Source: an optimization exercise on an open RTL-to-GDS flow (aim: small area, a short achievable clock period and few clock cycles). Production flows keep margins and buffers that such runs may drop.
Where RTL was checked, it was by simulation tests only, not by an equivalence proof against the original.
Only the layout flow was run in run 2; the RTL was not checked for function there.
Power is estimated from default activity; no workload was simulated.

==> flow/design.v <==
module bmul16(a, b, s, c);
	input [15:0] a, b;
	output [31:0] s, c;
	wire one0 = b[0] ^ 1'b0;
	wire two0 = (b[1] & ~b[0] & ~1'b0) | (~b[1] & b[0] & 1'b0);
	wire neg0 = b[1];
	wire pp0_0 = ((one0 & a[0]) | (two0 & 1'b0)) ^ neg0;
	wire pp0_1 = ((one0 & a[1]) | (two0 & a[0])) ^ neg0;
	wire pp0_2 = ((one0 & a[2]) | (two0 & a[1])) ^ neg0;
	wire pp0_3 = ((one0 & a[3]) | (two0 & a[2])) ^ neg0;
	wire pp0_4 = ((one0 & a[4]) | (two0 & a[3])) ^ neg0;
	wire pp0_5 = ((one0 & a[5]) | (two0 & a[4])) ^ neg0;
	wire pp0_6 = ((one0 & a[6]) | (two0 & a[5])) ^ neg0;
	wire pp0_7 = ((one0 & a[7]) | (two0 & a[6])) ^ neg0;
	wire pp0_8 = ((one0 & a[8]) | (two0 & a[7])) ^ neg0;
	wire pp0_9 = ((one0 & a[9]) | (two0 & a[8])) ^ neg0;
	wire pp0_10 = ((one0 & a[10]) | (two0 & a[9])) ^ neg0;
	wire pp0_11 = ((one0 & a[11]) | (two0 & a[10])) ^ neg0;
	wire pp0_12 = ((one0 & a[12]) | (two0 & a[11])) ^ neg0;
	wire pp0_13 = ((one0 & a[13]) | (two0 & a[12])) ^ neg0;
	wire pp0_14 = ((one0 & a[14]) | (two0 & a[13])) ^ neg0;
	wire pp0_15 = ((one0 & a[15]) | (two0 & a[14])) ^ neg0;
	wire pp0_16 = ((one0 & a[15]) | (two0 & a[15])) ^ neg0;
	wire ne0 = ~pp0_16;
	wire one1 = b[2] ^ b[1];
	wire two1 = (b[3] & ~b[2] & ~b[1]) | (~b[3] & b[2] & b[1]);
	wire neg1 = b[3];
	wire pp1_0 = ((one1 & a[0]) | (two1 & 1'b0)) ^ neg1;
	wire pp1_1 = ((one1 & a[1]) | (two1 & a[0])) ^ neg1;
	wire pp1_2 = ((one1 & a[2]) | (two1 & a[1])) ^ neg1;
	wire pp1_3 = ((one1 & a[3]) | (two1 & a[2])) ^ neg1;
	wire pp1_4 = ((one1 & a[4]) | (two1 & a[3])) ^ neg1;
	wire pp1_5 = ((one1 & a[5]) | (two1 & a[4])) ^ neg1;
	wire pp1_6 = ((one1 & a[6]) | (two1 & a[5])) ^ neg1;
	wire pp1_7 = ((one1 & a[7]) | (two1 & a[6])) ^ neg1;
	wire pp1_8 = ((one1 & a[8]) | (two1 & a[7])) ^ neg1;
	wire pp1_9 = ((one1 & a[9]) | (two1 & a[8])) ^ neg1;
	wire pp1_10 = ((one1 & a[10]) | (two1 & a[9])) ^ neg1;
	wire pp1_11 = ((one1 & a[11]) | (two1 & a[10])) ^ neg1;
	wire pp1_12 = ((one1 & a[12]) | (two1 & a[11])) ^ neg1;
	wire pp1_13 = ((one1 & a[13]) | (two1 & a[12])) ^ neg1;
	wire pp1_14 = ((one1 & a[14]) | (two1 & a[13])) ^ neg1;
	wire pp1_15 = ((one1 & a[15]) | (two1 & a[14])) ^ neg1;
	wire pp1_16 = ((one1 & a[15]) | (two1 & a[15])) ^ neg1;
	wire ne1 = ~pp1_16;
	wire one2 = b[4] ^ b[3];
	wire two2 = (b[5] & ~b[4] & ~b[3]) | (~b[5] & b[4] & b[3]);
	wire neg2 = b[5];
	wire pp2_0 = ((one2 & a[0]) | (two2 & 1'b0)) ^ neg2;
	wire pp2_1 = ((one2 & a[1]) | (two2 & a[0])) ^ neg2;
	wire pp2_2 = ((one2 & a[2]) | (two2 & a[1])) ^ neg2;
	wire pp2_3 = ((one2 & a[3]) | (two2 & a[2])) ^ neg2;
	wire pp2_4 = ((one2 & a[4]) | (two2 & a[3])) ^ neg2;
	wire pp2_5 = ((one2 & a[5]) | (two2 & a[4])) ^ neg2;
	wire pp2_6 = ((one2 & a[6]) | (two2 & a[5])) ^ neg2;
	wire pp2_7 = ((one2 & a[7]) | (two2 & a[6])) ^ neg2;
	wire pp2_8 = ((one2 & a[8]) | (two2 & a[7])) ^ neg2;
	wire pp2_9 = ((one2 & a[9]) | (two2 & a[8])) ^ neg2;
	wire pp2_10 = ((one2 & a[10]) | (two2 & a[9])) ^ neg2;
	wire pp2_11 = ((one2 & a[11]) | (two2 & a[10])) ^ neg2;
	wire pp2_12 = ((one2 & a[12]) | (two2 & a[11])) ^ neg2;
	wire pp2_13 = ((one2 & a[13]) | (two2 & a[12])) ^ neg2;
	wire pp2_14 = ((one2 & a[14]) | (two2 & a[13])) ^ neg2;
	wire pp2_15 = ((one2 & a[15]) | (two2 & a[14])) ^ neg2;
	wire pp2_16 = ((one2 & a[15]) | (two2 & a[15])) ^ neg2;
	wire ne2 = ~pp2_16;
	wire one3 = b[6] ^ b[5];
	wire two3 = (b[7] & ~b[6] & ~b[5]) | (~b[7] & b[6] & b[5]);
	wire neg3 = b[7];
	wire pp3_0 = ((one3 & a[0]) | (two3 & 1'b0)) ^ neg3;
	wire pp3_1 = ((one3 & a[1]) | (two3 & a[0])) ^ neg3;
	wire pp3_2 = ((one3 & a[2]) | (two3 & a[1])) ^ neg3;
	wire pp3_3 = ((one3 & a[3]) | (two3 & a[2])) ^ neg3;
	wire pp3_4 = ((one3 & a[4]) | (two3 & a[3])) ^ neg3;
	wire pp3_5 = ((one3 & a[5]) | (two3 & a[4])) ^ neg3;
	wire pp3_6 = ((one3 & a[6]) | (two3 & a[5])) ^ neg3;
	wire pp3_7 = ((one3 & a[7]) | (two3 & a[6])) ^ neg3;
	wire pp3_8 = ((one3 & a[8]) | (two3 & a[7])) ^ neg3;
	wire pp3_9 = ((one3 & a[9]) | (two3 & a[8])) ^ neg3;
	wire pp3_10 = ((one3 & a[10]) | (two3 & a[9])) ^ neg3;
	wire pp3_11 = ((one3 & a[11]) | (two3 & a[10])) ^ neg3;
	wire pp3_12 = ((one3 & a[12]) | (two3 & a[11])) ^ neg3;
	wire pp3_13 = ((one3 & a[13]) | (two3 & a[12])) ^ neg3;
	wire pp3_14 = ((one3 & a[14]) | (two3 & a[13])) ^ neg3;
	wire pp3_15 = ((one3 & a[15]) | (two3 & a[14])) ^ neg3;
	wire pp3_16 = ((one3 & a[15]) | (two3 & a[15])) ^ neg3;
	wire ne3 = ~pp3_16;
	wire one4 = b[8] ^ b[7];
	wire two4 = (b[9] & ~b[8] & ~b[7]) | (~b[9] & b[8] & b[7]);
	wire neg4 = b[9];
	wire pp4_0 = ((one4 & a[0]) | (two4 & 1'b0)) ^ neg4;
	wire pp4_1 = ((one4 & a[1]) | (two4 & a[0])) ^ neg4;
	wire pp4_2 = ((one4 & a[2]) | (two4 & a[1])) ^ neg4;
	wire pp4_3 = ((one4 & a[3]) | (two4 & a[2])) ^ neg4;
	wire pp4_4 = ((one4 & a[4]) | (two4 & a[3])) ^ neg4;
	wire pp4_5 = ((one4 & a[5]) | (two4 & a[4])) ^ neg4;
	wire pp4_6 = ((one4 & a[6]) | (two4 & a[5])) ^ neg4;
	wire pp4_7 = ((one4 & a[7]) | (two4 & a[6])) ^ neg4;
	wire pp4_8 = ((one4 & a[8]) | (two4 & a[7])) ^ neg4;
	wire pp4_9 = ((one4 & a[9]) | (two4 & a[8])) ^ neg4;
	wire pp4_10 = ((one4 & a[10]) | (two4 & a[9])) ^ neg4;
	wire pp4_11 = ((one4 & a[11]) | (two4 & a[10])) ^ neg4;
	wire pp4_12 = ((one4 & a[12]) | (two4 & a[11])) ^ neg4;
	wire pp4_13 = ((one4 & a[13]) | (two4 & a[12])) ^ neg4;
	wire pp4_14 = ((one4 & a[14]) | (two4 & a[13])) ^ neg4;
	wire pp4_15 = ((one4 & a[15]) | (two4 & a[14])) ^ neg4;
	wire pp4_16 = ((one4 & a[15]) | (two4 & a[15])) ^ neg4;
	wire ne4 = ~pp4_16;
	wire one5 = b[10] ^ b[9];
	wire two5 = (b[11] & ~b[10] & ~b[9]) | (~b[11] & b[10] & b[9]);
	wire neg5 = b[11];
	wire pp5_0 = ((one5 & a[0]) | (two5 & 1'b0)) ^ neg5;
	wire pp5_1 = ((one5 & a[1]) | (two5 & a[0])) ^ neg5;
	wire pp5_2 = ((one5 & a[2]) | (two5 & a[1])) ^ neg5;
	wire pp5_3 = ((one5 & a[3]) | (two5 & a[2])) ^ neg5;
	wire pp5_4 = ((one5 & a[4]) | (two5 & a[3])) ^ neg5;
	wire pp5_5 = ((one5 & a[5]) | (two5 & a[4])) ^ neg5;
	wire pp5_6 = ((one5 & a[6]) | (two5 & a[5])) ^ neg5;
	wire pp5_7 = ((one5 & a[7]) | (two5 & a[6])) ^ neg5;
	wire pp5_8 = ((one5 & a[8]) | (two5 & a[7])) ^ neg5;
	wire pp5_9 = ((one5 & a[9]) | (two5 & a[8])) ^ neg5;
	wire pp5_10 = ((one5 & a[10]) | (two5 & a[9])) ^ neg5;
	wire pp5_11 = ((one5 & a[11]) | (two5 & a[10])) ^ neg5;
	wire pp5_12 = ((one5 & a[12]) | (two5 & a[11])) ^ neg5;
	wire pp5_13 = ((one5 & a[13]) | (two5 & a[12])) ^ neg5;
	wire pp5_14 = ((one5 & a[14]) | (two5 & a[13])) ^ neg5;
	wire pp5_15 = ((one5 & a[15]) | (two5 & a[14])) ^ neg5;
	wire pp5_16 = ((one5 & a[15]) | (two5 & a[15])) ^ neg5;
	wire ne5 = ~pp5_16;
	wire one6 = b[12] ^ b[11];
	wire two6 = (b[13] & ~b[12] & ~b[11]) | (~b[13] & b[12] & b[11]);
	wire neg6 = b[13];
	wire pp6_0 = ((one6 & a[0]) | (two6 & 1'b0)) ^ neg6;
	wire pp6_1 = ((one6 & a[1]) | (two6 & a[0])) ^ neg6;
	wire pp6_2 = ((one6 & a[2]) | (two6 & a[1])) ^ neg6;
	wire pp6_3 = ((one6 & a[3]) | (two6 & a[2])) ^ neg6;
	wire pp6_4 = ((one6 & a[4]) | (two6 & a[3])) ^ neg6;
	wire pp6_5 = ((one6 & a[5]) | (two6 & a[4])) ^ neg6;
	wire pp6_6 = ((one6 & a[6]) | (two6 & a[5])) ^ neg6;
	wire pp6_7 = ((one6 & a[7]) | (two6 & a[6])) ^ neg6;
	wire pp6_8 = ((one6 & a[8]) | (two6 & a[7])) ^ neg6;
	wire pp6_9 = ((one6 & a[9]) | (two6 & a[8])) ^ neg6;
	wire pp6_10 = ((one6 & a[10]) | (two6 & a[9])) ^ neg6;
	wire pp6_11 = ((one6 & a[11]) | (two6 & a[10])) ^ neg6;
	wire pp6_12 = ((one6 & a[12]) | (two6 & a[11])) ^ neg6;
	wire pp6_13 = ((one6 & a[13]) | (two6 & a[12])) ^ neg6;
	wire pp6_14 = ((one6 & a[14]) | (two6 & a[13])) ^ neg6;
	wire pp6_15 = ((one6 & a[15]) | (two6 & a[14])) ^ neg6;
	wire pp6_16 = ((one6 & a[15]) | (two6 & a[15])) ^ neg6;
	wire ne6 = ~pp6_16;
	wire one7 = b[14] ^ b[13];
	wire two7 = (b[15] & ~b[14] & ~b[13]) | (~b[15] & b[14] & b[13]);
	wire neg7 = b[15];
	wire pp7_0 = ((one7 & a[0]) | (two7 & 1'b0)) ^ neg7;
	wire pp7_1 = ((one7 & a[1]) | (two7 & a[0])) ^ neg7;
	wire pp7_2 = ((one7 & a[2]) | (two7 & a[1])) ^ neg7;
	wire pp7_3 = ((one7 & a[3]) | (two7 & a[2])) ^ neg7;
	wire pp7_4 = ((one7 & a[4]) | (two7 & a[3])) ^ neg7;
	wire pp7_5 = ((one7 & a[5]) | (two7 & a[4])) ^ neg7;
	wire pp7_6 = ((one7 & a[6]) | (two7 & a[5])) ^ neg7;
	wire pp7_7 = ((one7 & a[7]) | (two7 & a[6])) ^ neg7;
	wire pp7_8 = ((one7 & a[8]) | (two7 & a[7])) ^ neg7;
	wire pp7_9 = ((one7 & a[9]) | (two7 & a[8])) ^ neg7;
	wire pp7_10 = ((one7 & a[10]) | (two7 & a[9])) ^ neg7;
	wire pp7_11 = ((one7 & a[11]) | (two7 & a[10])) ^ neg7;
	wire pp7_12 = ((one7 & a[12]) | (two7 & a[11])) ^ neg7;
	wire pp7_13 = ((one7 & a[13]) | (two7 & a[12])) ^ neg7;
	wire pp7_14 = ((one7 & a[14]) | (two7 & a[13])) ^ neg7;
	wire pp7_15 = ((one7 & a[15]) | (two7 & a[14])) ^ neg7;
	wire pp7_16 = ((one7 & a[15]) | (two7 & a[15])) ^ neg7;
	wire ne7 = ~pp7_16;
	wire s1 = pp0_10 ^ pp1_8;
	wire c2 = pp0_10 & pp1_8;
	wire s3 = pp0_11 ^ pp1_9;
	wire c4 = pp0_11 & pp1_9;
	wire s5 = pp0_12 ^ pp1_10 ^ pp2_8;
	wire c6 = (pp0_12 & pp1_10) | (pp0_12 & pp2_8) | (pp1_10 & pp2_8);
	wire s7 = pp3_6 ^ pp4_4;
	wire c8 = pp3_6 & pp4_4;
	wire s9 = pp0_13 ^ pp1_11 ^ pp2_9;
	wire c10 = (pp0_13 & pp1_11) | (pp0_13 & pp2_9) | (pp1_11 & pp2_9);
	wire s11 = pp3_7 ^ pp4_5;
	wire c12 = pp3_7 & pp4_5;
	wire s13 = pp0_14 ^ pp1_12 ^ pp2_10;
	wire c14 = (pp0_14 & pp1_12) | (pp0_14 & pp2_10) | (pp1_12 & pp2_10);
	wire s15 = pp3_8 ^ pp4_6 ^ pp5_4;
	wire c16 = (pp3_8 & pp4_6) | (pp3_8 & pp5_4) | (pp4_6 & pp5_4);
	wire s17 = pp6_2 ^ pp7_0;
	wire c18 = pp6_2 & pp7_0;
	wire s19 = pp0_15 ^ pp1_13 ^ pp2_11;
	wire c20 = (pp0_15 & pp1_13) | (pp0_15 & pp2_11) | (pp1_13 & pp2_11);
	wire s21 = pp3_9 ^ pp4_7 ^ pp5_5;
	wire c22 = (pp3_9 & pp4_7) | (pp3_9 & pp5_5) | (pp4_7 & pp5_5);
	wire s23 = pp6_3 ^ pp7_1;
	wire c24 = pp6_3 & pp7_1;
	wire s25 = ne0 ^ pp1_14 ^ pp2_12;
	wire c26 = (ne0 & pp1_14) | (ne0 & pp2_12) | (pp1_14 & pp2_12);
	wire s27 = pp3_10 ^ pp4_8 ^ pp5_6;
	wire c28 = (pp3_10 & pp4_8) | (pp3_10 & pp5_6) | (pp4_8 & pp5_6);
	wire s29 = pp6_4 ^ pp7_2 ^ 1'b1;
	wire c30 = (pp6_4 & pp7_2) | (pp6_4 & 1'b1) | (pp7_2 & 1'b1);
	wire s31 = pp1_15 ^ pp2_13 ^ pp3_11;
	wire c32 = (pp1_15 & pp2_13) | (pp1_15 & pp3_11) | (pp2_13 & pp3_11);
	wire s33 = pp4_9 ^ pp5_7 ^ pp6_5;
	wire c34 = (pp4_9 & pp5_7) | (pp4_9 & pp6_5) | (pp5_7 & pp6_5);
	wire s35 = pp7_3 ^ 1'b1;
	wire c36 = pp7_3 & 1'b1;
	wire s37 = ne1 ^ pp2_14 ^ pp3_12;
	wire c38 = (ne1 & pp2_14) | (ne1 & pp3_12) | (pp2_14 & pp3_12);
	wire s39 = pp4_10 ^ pp5_8 ^ pp6_6;
	wire c40 = (pp4_10 & pp5_8) | (pp4_10 & pp6_6) | (pp5_8 & pp6_6);
	wire s41 = pp2_15 ^ pp3_13 ^ pp4_11;
	wire c42 = (pp2_15 & pp3_13) | (pp2_15 & pp4_11) | (pp3_13 & pp4_11);
	wire s43 = pp5_9 ^ pp6_7;
	wire c44 = pp5_9 & pp6_7;
	wire s45 = ne2 ^ pp3_14 ^ pp4_12;
	wire c46 = (ne2 & pp3_14) | (ne2 & pp4_12) | (pp3_14 & pp4_12);
	wire s47 = pp3_15 ^ pp4_13;
	wire c48 = pp3_15 & pp4_13;
	wire s49 = pp0_6 ^ pp1_4;
	wire c50 = pp0_6 & pp1_4;
	wire s51 = pp0_7 ^ pp1_5;
	wire c52 = pp0_7 & pp1_5;
	wire s53 = pp0_8 ^ pp1_6 ^ pp2_4;
	wire c54 = (pp0_8 & pp1_6) | (pp0_8 & pp2_4) | (pp1_6 & pp2_4);
	wire s55 = pp3_2 ^ pp4_0;
	wire c56 = pp3_2 & pp4_0;
	wire s57 = pp0_9 ^ pp1_7 ^ pp2_5;
	wire c58 = (pp0_9 & pp1_7) | (pp0_9 & pp2_5) | (pp1_7 & pp2_5);
	wire s59 = pp3_3 ^ pp4_1;
	wire c60 = pp3_3 & pp4_1;
	wire s61 = s1 ^ pp2_6 ^ pp3_4;
	wire c62 = (s1 & pp2_6) | (s1 & pp3_4) | (pp2_6 & pp3_4);
	wire s63 = pp4_2 ^ pp5_0 ^ neg5;
	wire c64 = (pp4_2 & pp5_0) | (pp4_2 & neg5) | (pp5_0 & neg5);
	wire s65 = c2 ^ s3 ^ pp2_7;
	wire c66 = (c2 & s3) | (c2 & pp2_7) | (s3 & pp2_7);
	wire s67 = pp3_5 ^ pp4_3 ^ pp5_1;
	wire c68 = (pp3_5 & pp4_3) | (pp3_5 & pp5_1) | (pp4_3 & pp5_1);
	wire s69 = c4 ^ s5 ^ s7;
	wire c70 = (c4 & s5) | (c4 & s7) | (s5 & s7);
	wire s71 = pp5_2 ^ pp6_0 ^ neg6;
	wire c72 = (pp5_2 & pp6_0) | (pp5_2 & neg6) | (pp6_0 & neg6);
	wire s73 = c6 ^ c8 ^ s9;
	wire c74 = (c6 & c8) | (c6 & s9) | (c8 & s9);
	wire s75 = s11 ^ pp5_3 ^ pp6_1;
	wire c76 = (s11 & pp5_3) | (s11 & pp6_1) | (pp5_3 & pp6_1);
	wire s77 = c10 ^ c12 ^ s13;
	wire c78 = (c10 & c12) | (c10 & s13) | (c12 & s13);
	wire s79 = s15 ^ s17 ^ neg7;
	wire c80 = (s15 & s17) | (s15 & neg7) | (s17 & neg7);
	wire s81 = c14 ^ c16 ^ c18;
	wire c82 = (c14 & c16) | (c14 & c18) | (c16 & c18);
	wire s83 = s19 ^ s21 ^ s23;
	wire c84 = (s19 & s21) | (s19 & s23) | (s21 & s23);
	wire s85 = c20 ^ c22 ^ c24;
	wire c86 = (c20 & c22) | (c20 & c24) | (c22 & c24);
	wire s87 = s25 ^ s27 ^ s29;
	wire c88 = (s25 & s27) | (s25 & s29) | (s27 & s29);
	wire s89 = c26 ^ c28 ^ c30;
	wire c90 = (c26 & c28) | (c26 & c30) | (c28 & c30);
	wire s91 = s31 ^ s33 ^ s35;
	wire c92 = (s31 & s33) | (s31 & s35) | (s33 & s35);
	wire s93 = c32 ^ c34 ^ c36;
	wire c94 = (c32 & c34) | (c32 & c36) | (c34 & c36);
	wire s95 = s37 ^ s39 ^ pp7_4;
	wire c96 = (s37 & s39) | (s37 & pp7_4) | (s39 & pp7_4);
	wire s97 = c38 ^ c40 ^ s41;
	wire c98 = (c38 & c40) | (c38 & s41) | (c40 & s41);
	wire s99 = s43 ^ pp7_5 ^ 1'b1;
	wire c100 = (s43 & pp7_5) | (s43 & 1'b1) | (pp7_5 & 1'b1);
	wire s101 = c42 ^ c44 ^ s45;
	wire c102 = (c42 & c44) | (c42 & s45) | (c44 & s45);
	wire s103 = pp5_10 ^ pp6_8 ^ pp7_6;
	wire c104 = (pp5_10 & pp6_8) | (pp5_10 & pp7_6) | (pp6_8 & pp7_6);
	wire s105 = c46 ^ s47 ^ pp5_11;
	wire c106 = (c46 & s47) | (c46 & pp5_11) | (s47 & pp5_11);
	wire s107 = pp6_9 ^ pp7_7 ^ 1'b1;
	wire c108 = (pp6_9 & pp7_7) | (pp6_9 & 1'b1) | (pp7_7 & 1'b1);
	wire s109 = c48 ^ ne3 ^ pp4_14;
	wire c110 = (c48 & ne3) | (c48 & pp4_14) | (ne3 & pp4_14);
	wire s111 = pp5_12 ^ pp6_10 ^ pp7_8;
	wire c112 = (pp5_12 & pp6_10) | (pp5_12 & pp7_8) | (pp6_10 & pp7_8);
	wire s113 = pp4_15 ^ pp5_13 ^ pp6_11;
	wire c114 = (pp4_15 & pp5_13) | (pp4_15 & pp6_11) | (pp5_13 & pp6_11);
	wire s115 = pp7_9 ^ 1'b1;
	wire c116 = pp7_9 & 1'b1;
	wire s117 = ne4 ^ pp5_14 ^ pp6_12;
	wire c118 = (ne4 & pp5_14) | (ne4 & pp6_12) | (pp5_14 & pp6_12);
	wire s119 = pp5_15 ^ pp6_13;
	wire c120 = pp5_15 & pp6_13;
	wire s121 = pp0_4 ^ pp1_2;
	wire c122 = pp0_4 & pp1_2;
	wire s123 = pp0_5 ^ pp1_3;
	wire c124 = pp0_5 & pp1_3;
	wire s125 = s49 ^ pp2_2 ^ pp3_0;
	wire c126 = (s49 & pp2_2) | (s49 & pp3_0) | (pp2_2 & pp3_0);
	wire s127 = c50 ^ s51 ^ pp2_3;
	wire c128 = (c50 & s51) | (c50 & pp2_3) | (s51 & pp2_3);
	wire s129 = c52 ^ s53 ^ s55;
	wire c130 = (c52 & s53) | (c52 & s55) | (s53 & s55);
	wire s131 = c54 ^ c56 ^ s57;
	wire c132 = (c54 & c56) | (c54 & s57) | (c56 & s57);
	wire s133 = c58 ^ c60 ^ s61;
	wire c134 = (c58 & c60) | (c58 & s61) | (c60 & s61);
	wire s135 = c62 ^ c64 ^ s65;
	wire c136 = (c62 & c64) | (c62 & s65) | (c64 & s65);
	wire s137 = c66 ^ c68 ^ s69;
	wire c138 = (c66 & c68) | (c66 & s69) | (c68 & s69);
	wire s139 = c70 ^ c72 ^ s73;
	wire c140 = (c70 & c72) | (c70 & s73) | (c72 & s73);
	wire s141 = c74 ^ c76 ^ s77;
	wire c142 = (c74 & c76) | (c74 & s77) | (c76 & s77);
	wire s143 = c78 ^ c80 ^ s81;
	wire c144 = (c78 & c80) | (c78 & s81) | (c80 & s81);
	wire s145 = c82 ^ c84 ^ s85;
	wire c146 = (c82 & c84) | (c82 & s85) | (c84 & s85);
	wire s147 = c86 ^ c88 ^ s89;
	wire c148 = (c86 & c88) | (c86 & s89) | (c88 & s89);
	wire s149 = c90 ^ c92 ^ s93;
	wire c150 = (c90 & c92) | (c90 & s93) | (c92 & s93);
	wire s151 = c94 ^ c96 ^ s97;
	wire c152 = (c94 & c96) | (c94 & s97) | (c96 & s97);
	wire s153 = c98 ^ c100 ^ s101;
	wire c154 = (c98 & c100) | (c98 & s101) | (c100 & s101);
	wire s155 = c102 ^ c104 ^ s105;
	wire c156 = (c102 & c104) | (c102 & s105) | (c104 & s105);
	wire s157 = c106 ^ c108 ^ s109;
	wire c158 = (c106 & c108) | (c106 & s109) | (c108 & s109);
	wire s159 = c110 ^ c112 ^ s113;
	wire c160 = (c110 & c112) | (c110 & s113) | (c112 & s113);
	wire s161 = c114 ^ c116 ^ s117;
	wire c162 = (c114 & c116) | (c114 & s117) | (c116 & s117);
	wire s163 = c118 ^ s119 ^ pp7_11;
	wire c164 = (c118 & s119) | (c118 & pp7_11) | (s119 & pp7_11);
	wire s165 = c120 ^ ne5 ^ pp6_14;
	wire c166 = (c120 & ne5) | (c120 & pp6_14) | (ne5 & pp6_14);
	wire s167 = pp6_15 ^ pp7_13;
	wire c168 = pp6_15 & pp7_13;
	wire s169 = pp0_2 ^ pp1_0;
	wire c170 = pp0_2 & pp1_0;
	wire s171 = pp0_3 ^ pp1_1;
	wire c172 = pp0_3 & pp1_1;
	wire s173 = s121 ^ pp2_0 ^ neg2;
	wire c174 = (s121 & pp2_0) | (s121 & neg2) | (pp2_0 & neg2);
	wire s175 = c122 ^ s123 ^ pp2_1;
	wire c176 = (c122 & s123) | (c122 & pp2_1) | (s123 & pp2_1);
	wire s177 = c124 ^ s125 ^ neg3;
	wire c178 = (c124 & s125) | (c124 & neg3) | (s125 & neg3);
	wire s179 = c126 ^ s127 ^ pp3_1;
	wire c180 = (c126 & s127) | (c126 & pp3_1) | (s127 & pp3_1);
	wire s181 = c128 ^ s129 ^ neg4;
	wire c182 = (c128 & s129) | (c128 & neg4) | (s129 & neg4);
	wire s183 = c130 ^ s131 ^ s59;
	wire c184 = (c130 & s131) | (c130 & s59) | (s131 & s59);
	wire s185 = c132 ^ s133 ^ s63;
	wire c186 = (c132 & s133) | (c132 & s63) | (s133 & s63);
	wire s187 = c134 ^ s135 ^ s67;
	wire c188 = (c134 & s135) | (c134 & s67) | (s135 & s67);
	wire s189 = c136 ^ s137 ^ s71;
	wire c190 = (c136 & s137) | (c136 & s71) | (s137 & s71);
	wire s191 = c138 ^ s139 ^ s75;
	wire c192 = (c138 & s139) | (c138 & s75) | (s139 & s75);
	wire s193 = c140 ^ s141 ^ s79;
	wire c194 = (c140 & s141) | (c140 & s79) | (s141 & s79);
	wire s195 = c142 ^ s143 ^ s83;
	wire c196 = (c142 & s143) | (c142 & s83) | (s143 & s83);
	wire s197 = c144 ^ s145 ^ s87;
	wire c198 = (c144 & s145) | (c144 & s87) | (s145 & s87);
	wire s199 = c146 ^ s147 ^ s91;
	wire c200 = (c146 & s147) | (c146 & s91) | (s147 & s91);
	wire s201 = c148 ^ s149 ^ s95;
	wire c202 = (c148 & s149) | (c148 & s95) | (s149 & s95);
	wire s203 = c150 ^ s151 ^ s99;
	wire c204 = (c150 & s151) | (c150 & s99) | (s151 & s99);
	wire s205 = c152 ^ s153 ^ s103;
	wire c206 = (c152 & s153) | (c152 & s103) | (s153 & s103);
	wire s207 = c154 ^ s155 ^ s107;
	wire c208 = (c154 & s155) | (c154 & s107) | (s155 & s107);
	wire s209 = c156 ^ s157 ^ s111;
	wire c210 = (c156 & s157) | (c156 & s111) | (s157 & s111);
	wire s211 = c158 ^ s159 ^ s115;
	wire c212 = (c158 & s159) | (c158 & s115) | (s159 & s115);
	wire s213 = c160 ^ s161 ^ pp7_10;
	wire c214 = (c160 & s161) | (c160 & pp7_10) | (s161 & pp7_10);
	wire s215 = c162 ^ s163 ^ 1'b1;
	wire c216 = (c162 & s163) | (c162 & 1'b1) | (s163 & 1'b1);
	wire s217 = c164 ^ s165 ^ pp7_12;
	wire c218 = (c164 & s165) | (c164 & pp7_12) | (s165 & pp7_12);
	wire s219 = c166 ^ s167 ^ 1'b1;
	wire c220 = (c166 & s167) | (c166 & 1'b1) | (s167 & 1'b1);
	wire s221 = c168 ^ ne6 ^ pp7_14;
	wire c222 = (c168 & ne6) | (c168 & pp7_14) | (ne6 & pp7_14);
	wire s223 = pp7_15 ^ 1'b1;
	wire c224 = pp7_15 & 1'b1;
	assign s = {1'b1, c224, c222, c220, c218, c216, c214, c212, c210, c208, c206, c204, c202, c200, c198, c196, c194, c192, c190, c188, c186, c184, c182, c180, c178, c176, c174, c172, c170, s169, pp0_1, pp0_0};
	assign c = {1'b0, ne7, s223, s221, s219, s217, s215, s213, s211, s209, s207, s205, s203, s201, s199, s197, s195, s193, s191, s189, s187, s185, s183, s181, s179, s177, s175, s173, s171, neg1, 1'b0, neg0};
endmodule
`timescale 1ns / 1ps
module levinson_top(clock, reset, start, done,
	scratch_mem_read_addr, scratch_mem_in,
	scratch_mem_write_addr, scratch_mem_out, scratch_mem_write_en);
	input clock, reset, start;
	output done;
	output [11:0] scratch_mem_read_addr;
	input [31:0] scratch_mem_in;
	output [11:0] scratch_mem_write_addr;
	output [31:0] scratch_mem_out;
	output scratch_mem_write_en;
	localparam [31:0] MAX32 = 32'h7fff_ffff;
	localparam [31:0] MIN32 = 32'h8000_0000;
	localparam [2:0] T_NONE = 3'd0, T_KK = 3'd1, T_AL = 3'd2, T_I1 = 3'd3,
	                 T_I2 = 3'd4, T_FI = 3'd5, T_U = 3'd6, T_S = 3'd7;
	localparam [2:0] C_NONE = 3'd0, C_AL = 3'd2, C_I1 = 3'd3, C_I2 = 3'd4,
	                 C_FI = 3'd5, C_NXT = 3'd6;
	localparam [1:0] M_IDLE = 2'd0, M_RUN = 2'd1, M_RST = 2'd2;
	function [31:0] sadd;    
		input [31:0] a, b;
		reg [31:0] s;
		begin
			s = a + b;
			if (a[31] == b[31] && s[31] != a[31])
				sadd = a[31] ? MIN32 : MAX32;
			else
				sadd = s;
		end
	endfunction
	function [31:0] fmt;     
		input [31:0] x;
		fmt = {x[31:16], 1'b0, x[15:1]};
	endfunction
	function [31:0] comp;    
		input [31:0] x;
		comp = {x[31:16], x[14:0], 1'b0};
	endfunction
	function [4:0] nrm;      
		input [31:0] x;
		reg [31:0] v;
		reg [15:0] a1;  reg [15:0] c1;         
		reg [7:0] a2;   reg [15:0] c2;         
		reg [3:0] a3;   reg [11:0] c3;         
		reg [1:0] a4;   reg [7:0] c4;          
		integer i;
		begin
			v = {x[31:1] ^ x[30:0], 1'b1};
			for (i = 0; i < 16; i = i + 1) begin
				a1[i] = v[2*i+1] | v[2*i];
				c1[i] = ~v[2*i+1];
			end
			for (i = 0; i < 8; i = i + 1) begin
				a2[i] = a1[2*i+1] | a1[2*i];
				c2[2*i +: 2] = a1[2*i+1] ? {1'b0, c1[2*i+1]} : {1'b1, c1[2*i]};
			end
			for (i = 0; i < 4; i = i + 1) begin
				a3[i] = a2[2*i+1] | a2[2*i];
				c3[3*i +: 3] = a2[2*i+1] ? {1'b0, c2[4*i+2 +: 2]} : {1'b1, c2[4*i +: 2]};
			end
			for (i = 0; i < 2; i = i + 1) begin
				a4[i] = a3[2*i+1] | a3[2*i];
				c4[4*i +: 4] = a3[2*i+1] ? {1'b0, c3[6*i+3 +: 3]} : {1'b1, c3[6*i +: 3]};
			end
			nrm = a4[1] ? {1'b0, c4[7:4]} : {1'b1, c4[3:0]};
			if (x == 32'd0) nrm = 5'd0;
		end
	endfunction
	function [4:0] shl4s;    
		input [31:0] x;
		begin
			if (x[31] != x[30]) shl4s = 5'b00001;
			else if (x[31] != x[29]) shl4s = 5'b00010;
			else if (x[31] != x[28]) shl4s = 5'b00100;
			else if (x[31] != x[27]) shl4s = 5'b01000;
			else shl4s = 5'b10000;
		end
	endfunction
	function [11:0] bufa;    
		input b;
		input [3:0] idx;
		bufa = {4'h1, b ? 4'h5 : 4'h3, idx};
	endfunction
	reg [1:0] mode;
	reg p0, p1, p2;
	reg ma_lo, mb_lo, t_lm, a_ld, sh_k, ng_k, ng_s;
	reg pro;                  
	reg [3:0] it;             
	reg lit;                  
	reg [2:0] jat, jbt, jct;
	reg [3:0] jak, jbk, jck, jrk;
	reg ja_l, jb_l, jc_l;     
	reg r_u, r_s, r_s0, r_sl, r_al, r_i2, r_fi;
	reg [2:0] ch;             
	reg [2:0] chw;            
	reg [3:0] nu, ns;         
	reg [3:0] ul, sl;         
	reg [3:0] du;             
	reg sfirst;
	reg uf1, uf2, uf3, sf1, sf2;
	reg young;                
	reg f1, f2, f3, f4;       
	reg t1, t2;               
	reg unst;
	reg [3:0] dcnt;           
	reg [15:0] rem;
	reg [16:0] d3;            
	reg [5:0] ec;             
	reg [3:0] rcn;            
	reg [3:0] wm;
	reg rnd;
	reg [4:0] s4;
	reg sa_acc, sa_sum, sa_sh4, sa_r1, sa_r0, sb_ad, sb_acc, sb_mi, sb_r;
	reg [31:0] X, Y, H, AD, acc, sum, K, alp, inv, MI;
	reg [31:0] ms, mc, T;
	reg [4:0] ex;
	reg [11:0] ra, wa;
	reg [31:0] wd;
	reg we, done_r;
	assign scratch_mem_read_addr = ra;
	assign scratch_mem_write_addr = wa;
	assign scratch_mem_out = wd;
	assign scratch_mem_write_en = we;
	assign done = done_r;
	wire [15:0] ma = ma_lo ? X[15:0] : X[31:16];
	wire [15:0] mb = mb_lo ? Y[15:0] : Y[31:16];
	wire [31:0] mps, mpc;
	bmul16 i_mul(.a(ma), .b(mb), .s(mps), .c(mpc));
	wire [31:0] P = ms + mc;
	wire p_big = (P == 32'h4000_0000);
	wire p_small = (P[31:3] == 29'd0) && (P[2:0] != 3'd0);
	wire [15:0] mq = p_small ? P[15:0] : (p_big ? 16'h7fff : P[30:15]);
	wire [31:0] t_next = t_lm ? (p_big ? MAX32 : {P[30:0], 1'b0}) : {{15{mq[15]}}, mq, 1'b0};
	wire [31:0] acc_next = a_ld ? T : sadd(acc, T);
	wire [31:0] sh_in = sh_k ? K : acc;
	wire [4:0] sh_n = sh_k ? ex : (r_fi ? 5'd2 : 5'd31);
	wire [4:0] sh_norm = nrm(sh_in);
	wire [4:0] sh_s = (sh_n < sh_norm) ? sh_n : sh_norm;
	wire [31:0] sh_out = sh_in << sh_s;
	wire [31:0] ng_in = ng_k ? K : (ng_s ? sum : acc);
	wire [31:0] ng_out = (ng_in == MIN32) ? MAX32 : (~ng_in + 32'd1);
	wire [31:0] sh4 = ({32{s4[0]}} & sum) | ({32{s4[1]}} & {sum[30:0], 1'b0}) |
	                  ({32{s4[2]}} & {sum[29:0], 2'b0}) | ({32{s4[3]}} & {sum[28:0], 3'b0}) |
	                  ({32{s4[4]}} & {sum[27:0], 4'b0});
	wire [31:0] oa = ({32{sa_acc}} & acc) | ({32{sa_sum}} & sum) | ({32{sa_sh4}} & sh4) |
	                 ({32{sa_r1}} & {sum[30:1], 2'b00}) | ({32{sa_r0}} & {sum[31:1], 1'b0});
	wire [31:0] ob = ({32{sb_ad}} & comp(AD)) | ({32{sb_acc}} & acc) | ({32{sb_mi}} & comp(MI)) |
	                 {16'd0, sb_r, 15'd0};
	wire [31:0] o_sum = sadd(oa, ob);
	wire [31:0] kk_post = {1'b0, ~(acc[31] ? ng_out[30:0] : acc[30:0])};    
	wire [31:0] i1_post = (acc == MIN32) ? 32'hffff_ffff :
	                      (acc[31] ? MAX32 : {1'b0, ~acc[30:0]});           
	wire u_avail = (ul != 4'd0);
	wire s_avail = (sl != 4'd0);
	wire [1:0] recent = {1'b0, uf1} + {1'b0, uf2} + {1'b0, uf3};
	wire s_ready = s_avail && (sfirst ? !young : (du >= {2'b0, recent}));
	wire fin_ok = !s_avail && !sf1 && !sf2;
	reg [2:0] dt;
	reg [3:0] dk;
	always @(*) begin
		dt = T_NONE;
		dk = 4'd0;
		if (ch == C_NXT) begin
			if (chw == 3'd0)
				dt = (it == 4'd9) ? T_U : T_KK;
		end else if (ch != C_NONE && chw == 3'd0 && (ch != C_FI || fin_ok)) begin
			dt = ch;
		end else if (u_avail && du < 4'd3) begin
			dt = T_U; dk = nu;
		end else if (s_ready) begin
			dt = T_S; dk = ns;
		end else if (u_avail) begin
			dt = T_U; dk = nu;
		end
	end
	wire signed [15:0] kh = K[31:16];
	wire k_unst = (kh > 16'sd32750) || (kh < -16'sd32750);
	wire [15:0] den = alp[31:16];
	wire [17:0] rb = {rem, 2'b00};                          
	wire [18:0] q1t = {1'b0, rb} - {3'b0, den};
	wire [18:0] q2t = {1'b0, rb} - {2'b0, den, 1'b0};
	wire [18:0] q3t = {1'b0, rb} - {2'b0, d3};
	wire [16:0] r2t = {rem, 1'b0} - {1'b0, den};            
	wire [3:0] um = it - 4'd1 - jck;    
	wire [3:0] rm = it - 4'd1 - jrk;    
	always @(posedge clock) begin
		ms <= mps;
		mc <= mpc;
		T <= t_next;
		acc <= acc_next;
		MI <= scratch_mem_in;
		we <= 1'b0;
		done_r <= 1'b0;
		if (dcnt != 4'd0) begin
			dcnt <= dcnt - 4'd1;
			if (dcnt == 4'd8) begin
				d3 <= {1'b0, den} + {den, 1'b0};
				rem <= r2t[16] ? {rem[14:0], 1'b0} : r2t[15:0];
				inv <= {15'd0, ~r2t[16], 16'd0};
			end else begin
				if (!q3t[18]) rem <= q3t[15:0];
				else if (!q2t[18]) rem <= q2t[15:0];
				else if (!q1t[18]) rem <= q1t[15:0];
				else rem <= rb[15:0];
				inv[31:16] <= {inv[29:16], !q3t[18] || !q2t[18], !q3t[18] || (q2t[18] && !q1t[18])};
			end
		end
		case (mode)
		M_IDLE: begin
			ra <= start ? 12'd273 : 12'd272;    
			mode <= start ? M_RUN : M_IDLE;
			pro <= start;
			p0 <= 1'b0; p1 <= 1'b1; p2 <= 1'b0;
			ma_lo <= 1'b0; mb_lo <= 1'b1; t_lm <= 1'b1; a_ld <= 1'b0;
			sh_k <= 1'b1; ng_k <= 1'b0; ng_s <= 1'b1;
			it <= 4'd0;
			lit <= 1'b0;
			ch <= C_I1;
			chw <= 3'd1;
			nu <= 4'd0; ns <= 4'd0; ul <= 4'd0; sl <= 4'd0; du <= 4'd0;
			sfirst <= 1'b1;
			uf1 <= 1'b0; uf2 <= 1'b0; uf3 <= 1'b0; sf1 <= 1'b0; sf2 <= 1'b0;
			young <= 1'b0;
			jat <= T_NONE; jbt <= T_NONE; jct <= T_NONE;
			r_u <= 1'b0; r_s <= 1'b0; r_s0 <= 1'b0; r_sl <= 1'b0;
			r_al <= 1'b0; r_i2 <= 1'b0; r_fi <= 1'b0;
			f1 <= 1'b0; f2 <= 1'b0; f3 <= 1'b0; f4 <= 1'b0;
			t1 <= 1'b0; t2 <= 1'b0;
			ec <= 6'd0;
			rnd <= 1'b0;
			sa_acc <= 1'b0; sa_sum <= 1'b0; sa_sh4 <= 1'b0; sa_r1 <= 1'b0; sa_r0 <= 1'b0;
			sb_ad <= 1'b0; sb_acc <= 1'b0; sb_mi <= 1'b0; sb_r <= 1'b0;
		end
		M_RST: begin
			rcn <= rcn + 4'd1;
			if (rcn < 4'd10) ra <= 12'd321 + {8'd0, rcn};
			else ra <= 12'd358 + {8'd0, rcn};      
			if (rcn == 4'd0) begin
				we <= 1'b1; wa <= 12'd784; wd <= 32'd4096;
			end else if (rcn >= 4'd3 && rcn <= 4'd12) begin
				we <= 1'b1; wa <= 12'd782 + {8'd0, rcn}; wd <= MI;
			end else if (rcn >= 4'd13) begin
				we <= 1'b1; wa <= 12'd339 + {8'd0, rcn}; wd <= MI;
			end
			if (rcn == 4'd14) done_r <= 1'b1;
			if (rcn == 4'd15) begin
				mode <= M_IDLE;
				ra <= 12'd272;
			end
		end
		default: begin    
			p0 <= p2; p1 <= p0; p2 <= p1;
			ma_lo <= ~(p0 | p2); a_ld <= p1 & ~p0;
			mb_lo <= ~(p1 | p2); t_lm <= p0 & ~p2; sh_k <= p0 & ~p1;
			ng_s <= p0 | (p1 & p2); ng_k <= ~(p0 | p1);
			if (lit) ec <= ec + 6'd1;
			sa_acc <= p1 & r_u;
			sa_sum <= p1 & r_s & ~r_s0;
			sb_ad <= p1 & r_u;
			sb_acc <= p1 & r_s;
			sa_sh4 <= p2 & ~lit;
			sb_mi <= p2 & ~lit;
			sb_r <= p2 & lit;
			sa_r1 <= p2 & lit & ((lit && ec == 6'd6) || (r_u ? (o_sum[31] == o_sum[30]) : (sum[31] == sum[30])));
			sa_r0 <= p2 & lit & ~((lit && ec == 6'd6) || (r_u ? (o_sum[31] == o_sum[30]) : (sum[31] == sum[30])));
			if (p0) begin
				if (jat == T_S) ra <= 12'd273 + {8'd0, jak};
				if (r_sl) ra <= 12'd273 + {8'd0, it};
				if (jbt == T_S) H <= MI;
				if (f1) begin
					if (!sum[31] && sum != 32'd0) K <= ng_out;
					f1 <= 1'b0;
					f2 <= 1'b1;
				end
				if (t1) begin
					sum <= o_sum;
					t1 <= 1'b0;
					t2 <= 1'b1;
				end
				if (f4) begin
					we <= 1'b1;
					wa <= 12'd351 + {8'd0, it};
					wd <= {{16{K[31]}}, K[31:16]};
					f4 <= 1'b0;
					if (unst) begin
						mode <= M_RST;
						rcn <= 4'd0;
						dcnt <= 4'd0;
					end
				end
				if (lit) begin
					if (rnd) sum <= o_sum;
					rnd <= 1'b0;
					if (ec == 6'd7) ra <= 12'd352;
					if (ec == 6'd10) ra <= 12'd353;
					if (ec == 6'd10 || ec == 6'd13) begin
						we <= 1'b1;
						wa <= (ec == 6'd10) ? 12'd368 : 12'd369;
						wd <= MI;
					end
					if (ec == 6'd16) begin
						we <= 1'b1;
						wa <= 12'd784;
						wd <= 32'd4096;
					end
				end
			end
			if (p1) begin
				if (jct == T_U) ra <= bufa(~it[0], um);
				if (r_u) AD <= MI;
				if (t2) begin
					H <= fmt(sum[31] ? ng_out : sum);
					t2 <= 1'b0;
				end
				if (f2) begin
					K <= sh_out;
					f2 <= 1'b0;
					f3 <= 1'b1;
				end
				if (lit && (ec == 6'd8 || (ec >= 6'd14 && ec <= 6'd38))) begin
					we <= 1'b1;
					wa <= {4'h3, 4'h1, wm};       
					wd <= {{16{sum[31]}}, sum[31:16]};
				end
				if (pro) begin
					sum <= 32'd0;
					s4 <= 5'b00001;
					t1 <= 1'b1;
				end
			end
			if (p2) begin
				if (jat == T_U) ra <= bufa(~it[0], jak + 4'd1);
				else if (jat == T_S) ra <= bufa(it[0], it - jak);
				if (r_u) begin
					if (lit) begin
						sum <= o_sum;
						rnd <= 1'b1;
						wm <= 4'd9 - jrk;
					end else begin
						we <= 1'b1;
						wa <= bufa(it[0], rm);
						wd <= fmt(o_sum);
					end
				end
				if (r_s) begin
					sum <= o_sum;
					s4 <= shl4s(o_sum);
					if (r_sl) t1 <= 1'b1;
				end
				if (r_al) begin
					alp <= fmt(sh_out);
					ex <= ({1'b0, ex} + {1'b0, sh_norm} > 6'd31) ? 5'd31 : ex + sh_norm;
					dcnt <= 4'd8;
					rem <= 16'h3fff;
				end
				if (r_i2) inv <= fmt(acc);
				if (r_fi) begin
					K <= sh_out;
					f1 <= 1'b1;
				end
				case (jbt)
				T_KK: begin X <= fmt(K); Y <= fmt(K); end
				T_AL: begin X <= alp; Y <= fmt(kk_post); end
				T_I1: begin X <= alp; Y <= inv; end
				T_I2: begin X <= fmt(i1_post); Y <= inv; end
				T_FI: begin X <= H; Y <= r_i2 ? fmt(acc) : inv; end
				T_U: begin X <= fmt(K); Y <= MI; end
				T_S: begin X <= H; Y <= MI; end
				default: ;
				endcase
				if (f3) begin
					we <= 1'b1;
					wa <= bufa(it[0], it);
					wd <= fmt({{4{K[31]}}, K[31:4]});
					unst <= (it >= 4'd2) && k_unst;
					f3 <= 1'b0;
					f4 <= 1'b1;
				end
				if (pro) begin
					pro <= 1'b0;
					alp <= MI;           
					ex <= 5'd0;
					dcnt <= 4'd8;
					rem <= 16'h3fff;
				end
				if (lit) begin
					if (ec == 6'd6) begin
						sum <= {{4{K[31]}}, K[31:5], 1'b0};
						rnd <= 1'b1;
						wm <= 4'd10;
					end
					if (ec == 6'd9 || (ec >= 6'd15 && ec <= 6'd39)) begin
						we <= 1'b1;
						wa <= {4'h1, 4'h4, wm};       
						wd <= {{16{sum[31]}}, sum[31:16]};
					end
					if (ec == 6'd39) done_r <= 1'b1;
				end
				jrk <= jck;
				r_u <= (jct == T_U);
				r_s <= (jct == T_S);
				r_s0 <= (jct == T_S) && (jck == 4'd0);
				r_sl <= (jct == T_S) && jc_l;
				r_al <= (jct == T_AL);
				r_i2 <= (jct == T_I2);
				r_fi <= (jct == T_FI);
				jct <= jbt; jck <= jbk; jc_l <= jb_l;
				jbt <= jat; jbk <= jak; jb_l <= ja_l;
				jat <= dt; jak <= dk; ja_l <= (dt == T_S) && (sl == 4'd1);
				uf3 <= uf2; uf2 <= uf1; uf1 <= (dt == T_U);
				sf2 <= sf1; sf1 <= (dt == T_S);
				young <= 1'b0;
				if (ch == C_NXT) begin
					if (chw == 3'd0) begin
						it <= it + 4'd1;
						ns <= 4'd0;
						sfirst <= 1'b1;
						young <= 1'b1;
						if (it == 4'd9) begin
							lit <= 1'b1;
							nu <= 4'd1;
							ul <= 4'd8;
							sl <= 4'd0;
							du <= 4'd1;
							ch <= C_NONE;
							ec <= 6'd1;
						end else begin
							nu <= 4'd0;
							ul <= it;
							sl <= it + 4'd1;
							du <= 4'd0;
							ch <= C_AL;
							chw <= 3'd1;
						end
					end else
						chw <= chw - 3'd1;
				end else if (dt == ch && ch != C_NONE) begin
					case (ch)
					C_AL: begin ch <= C_I1; chw <= 3'd4; end
					C_I1: begin ch <= C_I2; chw <= 3'd1; end
					C_I2: begin ch <= C_FI; chw <= 3'd1; end
					default: begin ch <= C_NXT; chw <= 3'd2; end
					endcase
				end else begin
					if (chw != 3'd0) chw <= chw - 3'd1;
					if (dt == T_U) begin
						nu <= nu + 4'd1;
						ul <= ul - 4'd1;
						du <= du + 4'd1;
					end
					if (dt == T_S) begin
						ns <= ns + 4'd1;
						sl <= sl - 4'd1;
						du <= du - 4'd1;
						sfirst <= 1'b0;
					end
				end
				if (lit && ec == 6'd39) begin
					mode <= M_IDLE;
					ra <= 12'd272;
				end
			end
		end
		endcase
		if (reset) begin
			mode <= M_IDLE;
			ra <= 12'd272;
			we <= 1'b0;
			done_r <= 1'b0;
		end
	end
endmodule
==> flow/run.sh <==
#!/bin/bash
# synth_recipe.tcl (not shown) runs the flow's synth.tcl, then flattens the netlist and writes it again
# the make line also repeats each setting of config.mk as NAME=value (left out here)
make -C /OpenROAD-flow-scripts/flow DESIGN_CONFIG=/design/flow/config.mk WORK_HOME=/design/flow/orfs CLKGATE_MAP_FILE= SYNTH_SCRIPT=/design/flow/synth_recipe.tcl finish
==> flow/config.mk <==
export PLATFORM = sky130hd
export DESIGN_NAME = levinson_top
export DESIGN_NICKNAME = levinson_top
export VERILOG_FILES = /design/flow/design.v
export SDC_FILE = /design/flow/constraint.sdc
export NUM_CORES = 8
export LEC_CHECK = 0
export CAP_MARGIN = 20
export CORE_MARGIN = 2
export CORE_UTILIZATION = 30
export PLACE_DENSITY = 0.5
export SLEW_MARGIN = 20
==> flow/constraint.sdc <==
create_clock -name core_clock -period 20.0 [get_ports {clock}]
set_input_delay 4.0000 -clock core_clock [delete_from_list [all_inputs] [get_ports {clock}]]
set_output_delay 4.0000 -clock core_clock [all_outputs]
set_load 0.01 [all_outputs]
==> flow_summary.toml, run 1 <==
[status]
status = "no timing/DRC/antenna violations"

[timing]
fin_skew_ns = 0.0671
grt_setup_unrepaired = "no"
setup_viol_count_final = 0
layout_min_cycle_time_ns = 8.17
timing.max_slew.rel_slack = 0.208
achievable-frequency_mhz = 122
tns_ns = 0
hold_violations = 0
period_share = 0.408
pin_slew_with_the_least_headroom_to_its_limit_ns = 1.18
report.final.slew_viol_count = 0
setup_slack_ns = 11.83

[yosys]
yosys_register_bits = 632
syn_area_per_cell_um2 = 8.37
synth-warning-count = 1
dominant_combinational_cell_family_by_area_after_synthesis = "compound AO/OA/AOI/OAI gates"
synthesis.area_um2 = 52100
synth-edff-count = 408
synth_flop_cell = "sky130_fd_sc_hd__edfxtp_1"
asyncSetResetFlopFracSynth = 0
share_of_the_yosys_chip_area_belonging_to_registers = 0.321
share_of_cell_area_taken_by_muxes_after_synthesis = 0.0683
yosys.cell_types.count = 95
yosys.area_share.adder = 0.0947
synth-compound-area-share = 0.266
syn-instance-count = 6225
synthXorXnorAreaFrac = 0.0410
synthesis.nets = 6598
synthSimpleGateAreaFrac = 0.145

[critical_path]
worst_path_cell_with_the_longest_stage_delay = "sky130_fd_sc_hd__o41ai_1"
crit_end = "sa_r1"
reg_to_reg_critical_path_endpoint = "sa_r1"
path_max_fanout = 65
crit_path_max_incr_delay_ns = 0.89
reg2reg_from = "sb_mi"
critPathKind = "flop to flop"
worst_setup_sp = "sb_mi"
crit_path_start_kind = "flop"
crit_path_end_kind = "flop"
timing.reg2reg.worst_path_depth = 21
rrSetupSlack_ns = 11.83
critical_path_required_ns = 20.50
crit_chain = "buf_4 -> a21o_1 -> or2_2 -> a221o_1 -> ha_1 -> a21o_1 -> a21oi_1 -> a31oi_1 -> o41ai_1 -> o21ai_0 -> a211oi_1 -> o21ai_0 -> a21o_1 -> a21oi_1 -> fa_1 -> or3_1 -> a31o_2 -> a21oi_1 -> xnor2_1 -> a211oi_1 -> nor2b_1"
arrival_time_at_the_worst_endpoint_ns = 8.67

[cts]
cts_made_buffers = 82
post_cts.resized_instances = 0
clock_sink_count = 632
post-cts-setup-buffers = 0
cts.reportedPaths.clkPinSlew_ns = 0.07
worst_skew_pair.late_latency_ns = 0.75
cts_tree = "done"
buffers_from_clock_root_to_sink_at_most = 3
hold_buffers = 0
clock_tree.root_cell = "sky130_fd_sc_hd__clkbuf_16"
htreeDepth = 3

[floorplanning]
design.core.area_um2 = 172000
io-pin-count = 93
die_h_um = 421
start_util = 0.303
fp.dieW_um = 421
fp.dieArea_um2 = 177000
core.rowCount = 152

[power]
power.leakage_nw = 22.8
gate_power_share = 0.574
power.clock.fraction = 0.191
power.internal_mw = 4.35
pwr_density_cell_nw_per_um2 = 142
peakVddDrop_mv = 0.0907
power_share_of_the_sequential_group = 0.235
power.net_switching_mw = 3.93
power_mw = 8.27
switching_share = 0.475

[grt]
gr-usage-all-layers = 0.244
grt_max_degree = 75
vias_in_the_first_global_route = 46900
grt_antenna_before_repair = 14
grt_first_pass_wirelength_um = 325000
overflow_after_grt = 0

[cells_and_area]
fillerInstances = 17900
nets = 6423
drive_above_1_share = 0.0830
area.growth.synth_to_final_pct = 11.8
stdcell_area_um2 = 58300
fin_cells = 8432

[placed_design]
placement.io_buffers = 92
placed_cells_incl_taps = 8275
area_after_detailed_placement_um2 = 55400
detailed_place_hpwl_um = 159000
detailedPlace.worstSlack_ns = 11.98
routabilityCongestion = 0.968

[drt]
drt.antenna.violating_nets = 0
routed_via_density = 5.94
remaining_drcs = 0
route.vias.total = 50100
detail_route.wirelength_um = 223000
drt_first_iter_violations = 7014
detailedRoute.firstPassIterationCount = 11
detail_route.wl_per_cell_um = 26.5

[min_path]
worst_hold_path_type = "flop to flop"

[flow_run]
cap_viol_max_count = 0
## kinds of logic after synthesis
group,Yosys count
simple gates,1659
mux,340
xor+xnor,244
flops,632
fa+ha+maj,338
compound gates,2147
buf+inv,865
## synth_stat cells (15+ instances only)
cell type | instances | area share
sky130_fd_sc_hd__xor2_1 | 90 | 0.015
sky130_fd_sc_hd__or3_1 | 15 | 0.0018
sky130_fd_sc_hd__clkbuf_1 | 450 | 0.032
sky130_fd_sc_hd__nand4_1 | 25 | 0.0030
sky130_fd_sc_hd__o22ai_1 | 126 | 0.015
sky130_fd_sc_hd__and3_1 | 38 | 0.0046
sky130_fd_sc_hd__a221oi_1 | 68 | 0.011
sky130_fd_sc_hd__a22oi_1 | 62 | 0.0089
sky130_fd_sc_hd__buf_2 | 35 | 0.0034
sky130_fd_sc_hd__nor3_1 | 109 | 0.010
sky130_fd_sc_hd__o31ai_1 | 27 | 0.0039
sky130_fd_sc_hd__mux2i_1 | 230 | 0.044
sky130_fd_sc_hd__a221o_1 | 41 | 0.0079
sky130_fd_sc_hd__inv_1 | 331 | 0.024
sky130_fd_sc_hd__o221ai_1 | 58 | 0.0097
sky130_fd_sc_hd__nand3_1 | 80 | 0.0077
sky130_fd_sc_hd__a21oi_1 | 571 | 0.055
sky130_fd_sc_hd__o21a_1 | 48 | 0.0069
sky130_fd_sc_hd__a222oi_1 | 110 | 0.021
sky130_fd_sc_hd__o21ai_0 | 539 | 0.052
sky130_fd_sc_hd__dfxtp_1 | 224 | 0.086
sky130_fd_sc_hd__a22o_1 | 27 | 0.0045
sky130_fd_sc_hd__nor2_1 | 566 | 0.041
sky130_fd_sc_hd__nor4_1 | 36 | 0.0043
sky130_fd_sc_hd__xnor2_1 | 154 | 0.026
sky130_fd_sc_hd__mux2_2 | 104 | 0.022
sky130_fd_sc_hd__o21bai_1 | 18 | 0.0026
sky130_fd_sc_hd__o211ai_1 | 70 | 0.010
sky130_fd_sc_hd__nand3b_1 | 21 | 0.0030
sky130_fd_sc_hd__a211oi_1 | 59 | 0.0085
sky130_fd_sc_hd__nand2b_1 | 44 | 0.0053
sky130_fd_sc_hd__edfxtp_1 | 408 | 0.24
sky130_fd_sc_hd__o21ai_1 | 23 | 0.0022
sky130_fd_sc_hd__nor3b_1 | 22 | 0.0032
sky130_fd_sc_hd__a211o_1 | 15 | 0.0025
sky130_fd_sc_hd__nand2_1 | 528 | 0.038
sky130_fd_sc_hd__a2bb2oi_1 | 32 | 0.0054
sky130_fd_sc_hd__fa_1 | 94 | 0.036
sky130_fd_sc_hd__a31oi_1 | 66 | 0.0079
sky130_fd_sc_hd__buf_1 | 35 | 0.0025
sky130_fd_sc_hd__nor2b_1 | 58 | 0.0070
sky130_fd_sc_hd__and2_1 | 57 | 0.0068
sky130_fd_sc_hd__a21o_1 | 87 | 0.013
sky130_fd_sc_hd__ha_1 | 244 | 0.059
sky130_fd_sc_hd__or2_2 | 22 | 0.0026
## how the worst min path moves through the flow
stage,from,to,cells past startpoint
floorplan,ja_l,jb_l,0
global placement,jbk[2],jck[2],0
detailed placement,jbk[0],jck[0],0
CTS,jbk[1],jck[1],0
global route,jbk[3],jck[3],0
finish,jbk[3],jck[3],0
## registers in the layout, summed over array words and instances (netlist names), 12 cells and up
name and cells:
AD 31, acc 32, H 32, Y 32
alp 32, wd 32, K 32, sum 32
d3 17, rem 16, ra 12, wa 12
ms 31, X 32, MI 32, inv 32
T 32, mc 30
## critical path: cells and delay by family (launching register included)
kind                       cells  cell delay (ns)
and+or+nand+nor                3             1.31
buffers and inverters          1             0.33
adders and majority gates      2             0.85
xor gates and xnor gates       1             0.17
DFF                            1             0.37
AOI/OAI and AO/OA             14             4.84
## per-layer routing
metal	GRT usage	vias to the layer above	wire [µm]
li1	-	22600	-
met1	0.334	24400	94300
met2	0.372	2660	96500
met3	0.0468	483	20800
met4	0.110	6	11400
met5	0	-	31
## layout make-up
type	count	area, µm²	share of cell area
timing repair buffer	270	2260	0.0389
clock inverter	51	647	0.0111
clock buffer	102	2190	0.0375
inverter	336	1260	0.0217
antenna	3	7.51	0.000129
multi-input combinational	4728	32300	0.554
sequential	632	16700	0.287
tap	2310	2890	0.0496
## power groups by stage
stage | sequential (mW) | combinational (mW) | clock [mW]
final | 1.94 | 4.75 | 1.58
after global routing | 1.96 | 5.16 | 1.65
after CTS | 1.94 | 4.67 | 1.61
after detailed placement | 1.96 | 4.63 | 0
after global placement | 1.96 | 4.60 | 0
after floorplan | 1.83 | 3.25 | 0
## through the flow
step	hold WS, ns	utilization
after floorplan	0.400	-
after global placement	0.404	0.322
after detailed placement	0.414	0.322
after CTS	0.427	0.338
after global routing	0.436	0.338
final	0.425	0.338
## cell usage in the layout (no fill, tap or decap), types with 107 or more instances in the layout
cell type	count
sky130_fd_sc_hd__nand2_1	527
sky130_fd_sc_hd__mux2i_1	211
sky130_fd_sc_hd__edfxtp_1	408
sky130_fd_sc_hd__o22ai_1	126
sky130_fd_sc_hd__o21ai_0	538
sky130_fd_sc_hd__buf_4	177
sky130_fd_sc_hd__dfxtp_1	222
sky130_fd_sc_hd__inv_1	328
sky130_fd_sc_hd__nor3_1	107
sky130_fd_sc_hd__ha_1	244
sky130_fd_sc_hd__nor2_1	559
sky130_fd_sc_hd__a21oi_1	570
sky130_fd_sc_hd__a222oi_1	110
sky130_fd_sc_hd__xnor2_1	153
Testbench counts, summed over its fixed seeds: cycles 1,370,400.
==> inputs of run 2 (changes only) <==
--- a/flow/design.v
+++ b/flow/design.v
@@ -482,3 +482,5 @@
 	reg p0, p1, p2;
-	reg ma_lo, mb_lo, t_lm, a_ld, sh_k, ng_k, ng_s;
+	reg ma_lo, mb_lo, t_lm, a_ld, sh_k, ng_k, ng_s, lz_k;
+	reg [4:0] amtk;           
+	reg t0pos;                
 	reg pro;                  
@@ -531,7 +533,7 @@
 	wire [31:0] acc_next = a_ld ? T : sadd(acc, T);
-	wire [31:0] sh_in = sh_k ? K : acc;
-	wire [4:0] sh_n = sh_k ? ex : (r_fi ? 5'd2 : 5'd31);
-	wire [4:0] sh_norm = nrm(sh_in);
-	wire [4:0] sh_s = (sh_n < sh_norm) ? sh_n : sh_norm;
-	wire [31:0] sh_out = sh_in << sh_s;
+	wire [31:0] kneg = t0pos ? ng_out : K;
+	wire [4:0] lz = nrm(lz_k ? kneg : acc);
+	wire [31:0] sh_out = (sh_k ? K : acc) << (sh_k ? amtk : lz);
+	wire [31:0] shl2_acc = (acc[31] != acc[30]) ? acc :
+	                       ((acc[31] != acc[29]) ? {acc[30:0], 1'b0} : {acc[29:0], 2'b0});
 	wire [31:0] ng_in = ng_k ? K : (ng_s ? sum : acc);
@@ -611,3 +613,3 @@
 			ma_lo <= 1'b0; mb_lo <= 1'b1; t_lm <= 1'b1; a_ld <= 1'b0;
-			sh_k <= 1'b1; ng_k <= 1'b0; ng_s <= 1'b1;
+			sh_k <= 1'b1; ng_k <= 1'b0; ng_s <= 1'b1; lz_k <= 1'b0;
 			it <= 4'd0;
@@ -651,3 +653,3 @@
 			mb_lo <= ~(p1 | p2); t_lm <= p0 & ~p2; sh_k <= p0 & ~p1;
-			ng_s <= p0 | (p1 & p2); ng_k <= ~(p0 | p1);
+			ng_s <= p0 | (p1 & p2); ng_k <= ~(p0 | p1); lz_k <= p2 & ~p1;
 			if (lit) ec <= ec + 6'd1;
@@ -667,3 +669,4 @@
 				if (f1) begin
-					if (!sum[31] && sum != 32'd0) K <= ng_out;
+					K <= kneg;
+					amtk <= (ex < lz) ? ex : lz;
 					f1 <= 1'b0;
@@ -673,2 +676,3 @@
 					sum <= o_sum;
+					t0pos <= !o_sum[31] && (o_sum != 32'd0);
 					t1 <= 1'b0;
@@ -748,3 +752,3 @@
 					alp <= fmt(sh_out);
-					ex <= ({1'b0, ex} + {1'b0, sh_norm} > 6'd31) ? 5'd31 : ex + sh_norm;
+					ex <= ({1'b0, ex} + {1'b0, lz} > 6'd31) ? 5'd31 : ex + lz;
 					dcnt <= 4'd8;
@@ -754,3 +758,3 @@
 				if (r_fi) begin
-					K <= sh_out;
+					K <= shl2_acc;
 					f1 <= 1'b1;
==> run 2 against run 1 <==
Effect of this change:
- combinational power up 5.1%
- utilization about the same
- hold slack worse by 0.0082 ns
- highest routed layer unchanged
- setup slack worse by 1.1 ns
- clock power up 4%
- area after synthesis up 4.4%
==> flow_summary.toml, run 2 <==
[status]
status = "no timing/DRC/antenna violations"

[critical_path]
arrival_time_at_the_worst_endpoint_ns = 9.79
critical_path_required_ns = 20.48
crit_path_end_kind = "flop"
critPathKind = "flop to flop"
worst_setup_sp = "ng_k"
crit_path_max_incr_delay_ns = 0.82
worst_path_cell_with_the_longest_stage_delay = "sky130_fd_sc_hd__a2111oi_1"
path_max_fanout = 45
reg2reg_from = "ng_k"
crit_path_start_kind = "flop"

[power]
pwr_density_cell_nw_per_um2 = 141
peakVddDrop_mv = 0.0904
power.leakage_nw = 23.9

[timing]
fin_skew_ns = 0.0332
timing.max_slew.rel_slack = 0.212
tns_ns = 0
pin_slew_with_the_least_headroom_to_its_limit_ns = 1.18
grt_setup_unrepaired = "no"
achievable-frequency_mhz = 107
hold_violations = 0
setup_viol_count_final = 0
period_share = 0.466
layout_min_cycle_time_ns = 9.31
report.final.slew_viol_count = 0

[cts]
buffers_from_clock_root_to_sink_at_most = 3
worst_skew_pair.late_latency_ns = 0.73
hold_buffers = 0
htreeDepth = 3
cts_made_buffers = 86
cts_tree = "done"
cts.reportedPaths.clkPinSlew_ns = 0.06
post-cts-setup-buffers = 0
post_cts.resized_instances = 0
clock_tree.root_cell = "sky130_fd_sc_hd__clkbuf_16"
clock_sink_count = 639

[yosys]
ys_top_cells_by_area = "sky130_fd_sc_hd__edfxtp_1, sky130_fd_sc_hd__dfxtp_1, sky130_fd_sc_hd__a21oi_1, sky130_fd_sc_hd__ha_1, sky130_fd_sc_hd__o21ai_0"
asyncSetResetFlopFracSynth = 0
synth_flop_cell = "sky130_fd_sc_hd__edfxtp_1"
yosys.cell_types.count = 111
syn_area_per_cell_um2 = 8.16
synthesis.nets = 7049
share_of_the_yosys_chip_area_belonging_to_registers = 0.311
netlist.area_leader.share = 0.229
yosys_register_bits = 639
syn-instance-count = 6671
synth-warning-count = 1
synthesis.area_um2 = 54400
post-synth-top-count-cell = "sky130_fd_sc_hd__a21oi_1"
yosys.area.top_type = "sky130_fd_sc_hd__edfxtp_1"
synth-edff-count = 415
synth.top_cells.by_count = "sky130_fd_sc_hd__a21oi_1, sky130_fd_sc_hd__nand2_1, sky130_fd_sc_hd__nor2_1"

[placed_design]
placement.io_buffers = 92
area_after_detailed_placement_um2 = 58200
routabilityCongestion = 0.992
detailed_place_hpwl_um = 196000

[floorplanning]
fp.dieArea_um2 = 185000
design.core.area_um2 = 181000
fp.dieW_um = 430
start_util = 0.301
io-pin-count = 93
core.rowCount = 156
die_h_um = 430

[grt]
global_route.usage.met1 = 0.377
vias_in_the_first_global_route = 51600
grt_antenna_before_repair = 19
gr-usage-all-layers = 0.287
grt_first_pass_wirelength_um = 389000
overflow_after_grt = 0
grt.busiest_layer = "met2"
grt_max_degree = 77
grt_util_met2 = 0.425
met3_routing_resource_usage_after_global_routing = 0.0643

[drt]
remaining_drcs = 0
route.vias.total = 55700
detail_route.wirelength_um = 276000
detailedRoute.firstPassIterationCount = 13
routed_via_density = 6.21
drt_first_iter_violations = 8114
drt.antenna.violating_nets = 0
detail_route.wl_per_cell_um = 30.7

[cells_and_area]
stdcell_area_um2 = 61100
area.growth.synth_to_final_pct = 12.3
nets = 6893
drive_above_1_share = 0.0899
layout_commonest_cell = "sky130_fd_sc_hd__a21oi_1"
layout.cells.most_common_list = "sky130_fd_sc_hd__a21oi_1, sky130_fd_sc_hd__nand2_1, sky130_fd_sc_hd__nor2_1, sky130_fd_sc_hd__o21ai_0, sky130_fd_sc_hd__edfxtp_1"

[flow_run]
cap_viol_max_count = 0

[min_path]
worst_hold_path_type = "flop to flop"
hold_start = "jbk[3]"
==> run 2: cell types whose count changed in the layout (fill, tap and decap cells not counted), sizes merged, moves of 37 or more <==
cell | previous run | this run
nand2 | 528 | 628
xor2 | 90 | 51
inv | 335 | 372
nor2 | 567 | 611
buf | 178 | 246
a31oi | 66 | 105
a21oi | 572 | 668
==> run 2: cell type report <==
cell class	count	area, µm²
antenna	8	20.0
clock buffer	112	2400
clock inverter	49	523
fill	18800	119000
inverter	366	1370
multi-input combinational	5084	34100
sequential	639	17000
tap	2370	2970
timing repair buffer	338	2770
==> run 2: cell families after synthesis <==
| family | after synthesis | share of synthesized area |
|---|---|---|
| compound gates | 2388 | 0.283 |
| simple gates | 1851 | 0.157 |
| buf+inv | 948 | 0.0668 |
| flops | 639 | 0.311 |
| fa+ha+maj | 343 | 0.0918 |
| mux | 307 | 0.0595 |
| xor+xnor | 195 | 0.0314 |
==> run 2: per-layer routing <==
layer,wire length (µm),vias to the layer above,share of wire
met5,67,-,0.00024
met4,19600,12,0.071
met3,27100,760,0.098
met2,117000,3331,0.42
met1,112000,27100,0.41
li1,-,24400,-
==> run 2: worst paths after layout <==
path	end	slack (ns)	cells past startpoint
min reg2reg	jck[3]	0.42	0
max	K[29]	10.69	30
min	jck[3]	0.42	0
max reg2reg	K[29]	10.69	30
==> run 2: report_power, final <==
part           switching [mW]  internal (mW)  total (mW)
combinational            3.28           1.71        4.99
sequential              0.247           1.71        1.96
clock                   0.694          0.946        1.64
==> run 2: critical path, delay by kind of cell, from the launching register on <==
family / cells / cell delay, ns
buf+inv: 5 / 1.48
compound gates: 13 / 3.46
flops: 1 / 0.37
mux: 2 / 0.88
simple gates: 8 / 2.04
fa+ha+maj: 2 / 0.75
==> run 2: per-stage QoR <==
stage,utilization,hold WS [ns],worst slack [ns],instances,total power [mW]
after floorplan,-,0.400,12.90,6671,5.04
after global placement,0.322,0.402,10.78,8796,6.80
after detailed placement,0.322,0.406,10.81,8797,6.80
after CTS,0.338,0.415,10.73,8958,8.48
after global routing,0.338,0.421,10.07,8958,9.04
final,0.338,0.416,10.69,8966,8.59
